Background: an optimization exercise with open tools, aiming at small area. Do not read the settings as production practice.
The RTL was checked by simulation tests, not by an equivalence proof against the original design.
Power and IR drop assume default switching activity.

==> flow/design.v (excerpt) <==
module cfg_test_top(
    input             clk ,
    input             rstn ,
    input      [31:0] addr ,
    input      [31:0] wdata ,
    output reg [31:0] rdata ,
    output            rdata_vld ,
    input             wr ,
    input             rd
);
clock: 5.0 ns
lec_check: 0
cap_margin: 0
core_margin: 2
core_utilization: 62
cts_buf_list: sky130_fd_sc_hd__clkbuf_8
cts_cluster_diameter: 100
cts_cluster_size: 16
slew_margin: 0
standard.sh (not shown) runs the stock make flow with config.mk's settings and CLKGATE_MAP_FILE= SYNTH_SCRIPT=/design/flow/synth_recipe.tcl, a recipe that flattens the netlist after the stock synthesis.
==> flow/flow/run.sh <==
#!/bin/bash
set -euo pipefail
work=$(pwd)
rm -rf "$work/scripts"
mkdir -p "$work/scripts"
cp -r "$FLOW_HOME/scripts/." "$work/scripts/"
cp "$work/flow/abc.script" "$work/scripts/abc_speed.script"
export SCRIPTS_DIR="$work/scripts"
export BUFFER_PORTS_ARGS="-buffer_cell sky130_fd_sc_hd__buf_1"
bash standard.sh > "$work/orfs_make.log" 2>&1
==> flow/flow/abc.script <==
&get -n
&st
&syn4
&dch
&nf -a -R 1000
&put
The first run completed without violations.
Next try:
Settings changed: CORE_UTILIZATION 62 to 75.
Result:
- The new run produced a clean layout
- final cell count went down by 2.9%
- routed wire length went down by 1.7%
- combinational power is about the same
- hold slack loses 0.0080 ns
- final area went down by 0.37%
- die area went down by 17%
- clock skew went up by 0.022 ns
- worst setup slack gains 0.010 ns
- first-iteration DRC count went up by 24%
- clock power hardly moves
- total power went down by 0.47%
Next try:
Settings changed: CORE_UTILIZATION 75 to 70.
Maximum frequency stays flat.
Count of clock-buffer cells in the layout does not change.
Cell count rises by 2.2%.
Setup slack stays flat.
Final area stays flat.
Wire length barely changes.
Total power climbs by 0.44%.
Synthesized cell count stays the same.
Die area increases by 6.9%.
Worst hold slack gets better by 0.026 ns.
Utilization decreases by 6.1 points.


== v4 ==
cfg_test_top, a different RTL version from the one above (not shown whole).
Size: ~1300 cells after synthesis, about 380 flip-flops, about 100 I/O pins, ~14000 um2 of cells after synthesis.
export LEC_CHECK = 0
export CAP_MARGIN = 20
export CORE_MARGIN = 2
export CORE_UTILIZATION = 70
export CTS_BUF_LIST = sky130_fd_sc_hd__clkbuf_8
export CTS_CLUSTER_DIAMETER = 100
export CTS_CLUSTER_SIZE = 16
export SLEW_MARGIN = 20
create_clock -name core_clock -period 5.0 [get_ports {clk}]
==> flow/flow/run.sh <==
#!/bin/bash
set -euo pipefail
work=$(pwd)
rm -rf "$work/scripts"
mkdir -p "$work/scripts"
cp -r "$FLOW_HOME/scripts/." "$work/scripts/"
cp "$work/flow/abc.script" "$work/scripts/abc_speed.script"
export SCRIPTS_DIR="$work/scripts"
export BUFFER_PORTS_ARGS="-buffer_cell sky130_fd_sc_hd__buf_1"
export DONT_USE_CELLS="sky130_fd_sc_hd__buf_8 sky130_fd_sc_hd__buf_12 sky130_fd_sc_hd__buf_16"
bash standard.sh > "$work/orfs_make.log" 2>&1
Scripts as last shown in full above: flow/flow/abc.script
v4 completed end to end with timing, DRC and antenna clean.
### v4 -> v5
# v4
export LEC_CHECK = 0
export CAP_MARGIN = 20
export CORE_MARGIN = 2
export CORE_UTILIZATION = 70
export CTS_BUF_LIST = sky130_fd_sc_hd__clkbuf_8
export CTS_CLUSTER_DIAMETER = 100
export CTS_CLUSTER_SIZE = 16
export SLEW_MARGIN = 20
create_clock -name core_clock -period 5.0 [get_ports {clk}]
# v5
export LEC_CHECK = 0
export CAP_MARGIN = 20
export CORE_MARGIN = 2
export CORE_UTILIZATION = 70
export CTS_BUF_LIST = sky130_fd_sc_hd__clkbuf_8
export CTS_CLUSTER_DIAMETER = 100
export CTS_CLUSTER_SIZE = 16
export GPL_TIMING_DRIVEN = 0
export SLEW_MARGIN = 20
create_clock -name core_clock -period 5.0 [get_ports {clk}]
==> flow/flow/run.sh <==
#!/bin/bash
set -euo pipefail
work=$(pwd)
rm -rf "$work/scripts"
mkdir -p "$work/scripts"
cp -r "$FLOW_HOME/scripts/." "$work/scripts/"
cp "$work/flow/abc.script" "$work/scripts/abc_speed.script"
export SCRIPTS_DIR="$work/scripts"
export BUFFER_PORTS_ARGS="-buffer_cell sky130_fd_sc_hd__buf_1"
bash standard.sh > "$work/orfs_make.log" 2>&1
- v5 reached the final stage; the timing, DRC and antenna checks on its layout passed.
- Sort v5 and v4 by worst slack at placement desc -> top: v4
- Pin count of the biggest net entering global routing in v5 vs v4: down 1
- Area added between synthesis and finish: v5 > v4
- Status: count of clock-buffer cells in the layout parity (v5, v4)
[inputs] v46 vs v5
# v5
export LEC_CHECK = 0
export CAP_MARGIN = 20
export CORE_MARGIN = 2
export CORE_UTILIZATION = 70
export CTS_BUF_LIST = sky130_fd_sc_hd__clkbuf_8
export CTS_CLUSTER_DIAMETER = 100
export CTS_CLUSTER_SIZE = 16
export GPL_TIMING_DRIVEN = 0
export SLEW_MARGIN = 20
create_clock -name core_clock -period 5.0 [get_ports {clk}]
# v46
export LEC_CHECK = 0
export CAP_MARGIN = 20
export CORE_MARGIN = 2
export CORE_UTILIZATION = 70
export CTS_BUF_LIST = sky130_fd_sc_hd__clkbuf_8
export CTS_CLUSTER_DIAMETER = 100
export CTS_CLUSTER_SIZE = 16
export SLEW_MARGIN = 20
create_clock -name core_clock -period 5.0 [get_ports {clk}]
### Flow results
- Worst setup slack: v46 vs v5 up 0.19 ns
- NOTE: shortest clock period the worst path allows after layout in v46 falls short of that of v5
- Compared with v5, v46 is the less power-hungry design.
- The final cell count on v46 is in line with that on v5.
- Compared with v5, routed wire length in v46 decreased by a few percent.
- v46 vs v5 — routing usage on met2 dropped 3.9 points.
Edits applied to the flow inputs when going from v46 to v45:
# v46
export LEC_CHECK = 0
export CAP_MARGIN = 20
export CORE_MARGIN = 2
export CORE_UTILIZATION = 70
export CTS_BUF_LIST = sky130_fd_sc_hd__clkbuf_8
export CTS_CLUSTER_DIAMETER = 100
export CTS_CLUSTER_SIZE = 16
export SLEW_MARGIN = 20
create_clock -name core_clock -period 5.0 [get_ports {clk}]
# v45
export LEC_CHECK = 0
export CAP_MARGIN = 0
export CORE_MARGIN = 2
export CORE_UTILIZATION = 70
export CTS_BUF_LIST = sky130_fd_sc_hd__clkbuf_8
export CTS_CLUSTER_DIAMETER = 100
export CTS_CLUSTER_SIZE = 16
export SLEW_MARGIN = 0
create_clock -name core_clock -period 5.0 [get_ports {clk}]
[summary]
Both conditions hold for v45: the flow ran to the end and the final layout passed the timing, DRC and antenna checks. Worst setup slack for register-to-register paths: v46 vs v45 — no meaningful difference. v45: sequential share of cell area higher than v46. There was hardly any difference in wire length between v45 and v46. Per the comparison of v45 with v46, growth of design area from synthesis to finish went down 1.0 points, post-route cell area went down about 0.9%, proportion of final cell area spent on non-clock buffers went down 0.86 points. Cmp v46 and v45 / peak ir drop on the vdd network / higher: v46. v45: arrival time of the worst setup path is 0.02 ns lower than what v46 reported.

[re-timing with driven ports]
Ports are ideal in the flow. The routed layouts listed here were re-timed in OpenROAD. Step 1 (the two cells are an assumption about what drives the block):
set clk [get_ports {clk}]
set_driving_cell -lib_cell sky130_fd_sc_hd__clkbuf_16 $clk
set_driving_cell -lib_cell sky130_fd_sc_hd__buf_2 [delete_from_list [all_inputs] $clk]
Step 2 times the ports against the registers' clock, not the clock port: input delays grow and output delays shrink by t, the midpoint of the rising clock arrivals with the driver on. Three values: no drivers, after step 1, after step 2; two values: the first two.
run | t, ns | setup slack, ns | worst setup path at the end | worst register clock-pin slew, ns | worst slew at a driven data input, ns
the first run of note 1 | 0.640 | 0.384 / 0.384 / 0.042 | input to register | 0.11 / 0.11 | 0.07
the second run of note 1 | 0.628 | 0.394 / 0.394 / 0.089 | input to register | 0.11 / 0.11 | 0.06
the third run of note 1 | 0.647 | 0.395 / 0.395 / 0.207 | input to register | 0.11 / 0.11 | 0.08
v4 | 0.632 | 0.415 / 0.415 / 0.043 | input to register | 0.11 / 0.11 | 0.08
v5 | 0.645 | 0.228 / 0.228 / -0.252 | input to register | 0.11 / 0.11 | 0.07
v46 | 0.632 | 0.415 / 0.415 / 0.043 | input to register | 0.11 / 0.11 | 0.08
v45 | 0.633 | 0.423 / 0.423 / 0.072 | input to register | 0.11 / 0.11 | 0.08
Met with ideal ports but missed after step 2: setup timing in v5. For v5, which loses most, drivers alone change the setup slack by 0.000 ns; drivers and shift together by -0.480 ns.
